Source: an optimization exercise on an open RTL-to-GDS flow (aim: small area, a short achievable clock period and few clock cycles per item). Production flows keep margins and buffers that such runs may drop.
Function was checked by simulation only, so behaviour that the tests miss may differ from the original.

// convolution
module convolution (
    input wire clk,
    input wire rst,
    input wire start,
    input wire [647:0] input_matrix,
    output reg [647:0] output_matrix,
    output reg done
);
wire w1, w2;
fa u2 (.a(input_matrix[0]), .b(input_matrix[1]), .c(input_matrix[8]), .s(w1), .co(w2));
wire w3, w4;
fa u4 (.a(input_matrix[1]), .b(input_matrix[2]), .c(input_matrix[9]), .s(w3), .co(w4));
wire w5, w6;
ha u6 (.a(w2), .b(w3), .s(w5), .co(w6));
wire w7, w8;
fa u8 (.a(input_matrix[2]), .b(input_matrix[3]), .c(input_matrix[10]), .s(w7), .co(w8));
wire w9, w10;
fa u10 (.a(w4), .b(w7), .c(w6), .s(w9), .co(w10));
wire w11, w12;
fa u12 (.a(input_matrix[3]), .b(input_matrix[4]), .c(input_matrix[11]), .s(w11), .co(w12));
wire w13, w14;
fa u14 (.a(w8), .b(w11), .c(w10), .s(w13), .co(w14));
wire w15, w16;
fa u16 (.a(input_matrix[4]), .b(input_matrix[5]), .c(input_matrix[12]), .s(w15), .co(w16));
wire w17, w18;
fa u18 (.a(w12), .b(w15), .c(w14), .s(w17), .co(w18));
wire w19, w20;
fa u20 (.a(input_matrix[5]), .b(input_matrix[6]), .c(input_matrix[13]), .s(w19), .co(w20));
wire w21, w22;
fa u22 (.a(w16), .b(w19), .c(w18), .s(w21), .co(w22));
wire w23, w24;
  ...
Size in the first run: about 12000 cells after synthesis, about 190000 um^2 of cells after synthesis.
clock: 16.0 ns
lec_check: 0
cap_margin: 20
core_margin: 2
core_utilization: 60
place_density: 0.7
setup_slack_margin: 3
slew_margin: 20
synth_hierarchical: 1
synth_minimum_keep_size: 0
standard.sh (not shown) runs the stock make flow with config.mk's settings and CLKGATE_MAP_FILE= SYNTH_SCRIPT=/design/flow/synth_recipe.tcl, a recipe that flattens the netlist after the stock synthesis.
==> flow/flow/run.sh <==
#!/bin/bash
# Own layout flow: the standard flow (standard.sh, unchanged synthesis), with the
# port buffers that global placement inserts made sky130_fd_sc_hd__buf_1 instead of
# the default pick (a clock delay buffer). Every port still gets its own buffer.
set -euo pipefail
bash standard.sh "BUFFER_PORTS_ARGS=-buffer_cell sky130_fd_sc_hd__buf_1" finish > flow_make.log 2>&1
The first run passed the timing, DRC and antenna checks.
Testbench counts at the start, summed over its fixed seeds: cycles 96, items 96.
Change:
- SETUP_SLACK_MARGIN: 3 -> 3.5
What happened: The changed run produced a clean layout; count of clock-buffer cells in the layout is unchanged; wire length went up by about 0.37%; final cell count is higher by about 0.55%; die area does not change; global-route usage is about the same; fmax came out higher by about 4%; final area is higher by about 0.8%; via count grows by 0.62%; area after synthesis stays the same; first-iteration DRC count climbs by 0.95%.
Change:
- CORE_UTILIZATION: 60 -> 68
- PLACE_DENSITY: 0.7 -> 0.78
- SETUP_SLACK_MARGIN: 3.5 -> 4
=> The new run completed with no timing, DRC or antenna violations; first-iteration DRC count increases by about a fifth; clock skew is unchanged; final cell count hardly moves; sequential share of layout area falls by 0.39 points; register-to-register slack stays flat.
Change:
- CORE_UTILIZATION: 68 -> 60
- PLACE_DENSITY: 0.78 -> 0.7
- SETUP_SLACK_MARGIN: 4 -> 4.5
Effect: Die area goes up by 13%. Synthesized cell count stays the same. Global-route usage drops by 4.0 points. Clock skew stays the same. First-iteration DRC count decreases by 26%. Sequential share of layout area decreases by 0.51 points.

== v35 ==
convolution again, from the RTL that the note above started with.
clock: 16.0 ns
lec_check: 0
cap_margin: 20
core_margin: 2
core_utilization: 60
place_density: 0.7
setup_slack_margin: 3.75
slew_margin: 20
synth_hierarchical: 1
synth_minimum_keep_size: 0
Scripts as last shown in full above: flow/flow/run.sh
Testbench counts of v35, summed over its fixed seeds: cycles 96, items 96.
diff inputs: v35 => v40
- SETUP_SLACK_MARGIN: 3.75 -> 4
- CORE_UTILIZATION: 60 -> 55
- PLACE_DENSITY: 0.7 -> 0.65
Findings:
Post-cts gate resize count (v40 over v35): decrease, 1. Sort v35 and v40 by global routing met2 resource utilization, ascending, and v40 comes first. In the reports for v35 and v40, the smaller global routing usage on met1 belongs to v40. What v40 reported for non-clock buffer count has to be multiplied by 0.883 to get the figure for v35. v35 → v40: hold slack increased by 0.0097 ns relative to the old numbers; count of buffering cells on the critical path with inverters included climbed 1; total via count after detailed routing shows no meaningful change. Initial core utilization: v40 < v35. Between v35 and v40, the cell count went up. Total number of cells along the worst setup path for v40: 7.7% up relative to v35.
Input-level comparison between v37 and v40:
- a change of CORE_UTILIZATION from 55 to 60
- a change of PLACE_DENSITY from 0.65 to 0.7
Notes after the runs:
v37 | status: complete | timing, DRC, antenna: pass. The run showing the smaller core utilization is v40. v40 reports its library cell contributing the largest single delay on the critical path as sky130_fd_sc_hd__fa_1 while v37 reports sky130_fd_sc_hd__fa_2. Diff v40 -> v37 | cell count | down by a few percent. Comparing routed wire length for v40 and v37, the bigger number came from v40. Delta (v37 minus v40): number of tap cells added at floorplan lower; final area roughly the same.
The following lists how v23 was set up differently from v37:
- SETUP_SLACK_MARGIN: 4 -> unset
==> comparison <==
v23 reached the final stage; the timing, DRC and antenna checks on its layout passed. v23: number of buffers inserted by post-CTS setup repair lower than v37. v23 against v37: total half-perimeter wirelength after legalization and detailed placement rose by about 1.8%, post-cts gate resize count moved down, final worst slack saw a decrease. Wire length of the first global-routing pass grows slightly when moving from v37 to v23. Delta (v23 minus v37): final wirelength rose 0.60%; share of final layout cell area taken by non-clock buffers decreased 2.3 points.
Changes in v43 relative to v23:
- SETUP_SLACK_MARGIN: unset -> 3.25
Results
Wire length of the first global-routing pass delta (v23 -> v43): insignificant
On final design area excluding fillers, v23 and v43 are neck and neck.
The arrival time of data at the critical path endpoint reported for v43 is smaller than that of v23 by 0.56 ns.
Total number of vias delta (v43 -> v23): insignificant

## what the ideal ports hide
No port has a modelled driver above. Below, the same layouts with a new extraction and two added sets of constraints. Step 1 (the two cells are an assumption about what drives the block):
set clk [get_ports {clk}]
set_driving_cell -lib_cell sky130_fd_sc_hd__clkbuf_16 $clk
set_driving_cell -lib_cell sky130_fd_sc_hd__buf_2 [delete_from_list [all_inputs] $clk]
Step 2 adds t to the input delays and takes it off the output delays; t is the mean of the earliest and latest rising clock arrival at the registers after step 1. Input paths then give back, and output paths get back, about the clock's delay inside the block. a / b / c = ideal ports / drivers / drivers and shift; a / b = the first two.
run	t (ns)	setup slack, ns	worst setup path after step 2	worst data-port slew with drivers (ns)
the first run of note 1	0.967	3.202 / 3.200 / 2.234	input to register	0.31
the second run of note 1	0.966	3.691 / 3.659 / 2.693	input to register	0.33
the third run of note 1	0.959	4.052 / 3.979 / 3.021	input to register	0.31
the fourth run of note 1	0.968	4.336 / 4.360 / 3.392	input to register	0.28
v35	0.982	3.847 / 3.848 / 2.866	input to register	0.26
v40	0.969	4.079 / 4.125 / 3.156	input to register	0.24
v37	0.963	4.105 / 4.055 / 3.093	input to register	0.27
v23	0.965	2.892 / 2.858 / 1.894	input to register	0.32
v43	0.969	3.404 / 3.345 / 2.376	input to register	0.31
After both steps setup and hold are still met in every run listed. The setup slack of the third run of note 1, which loses most, moves by -0.073 ns with the drivers and by -1.031 ns with both steps.
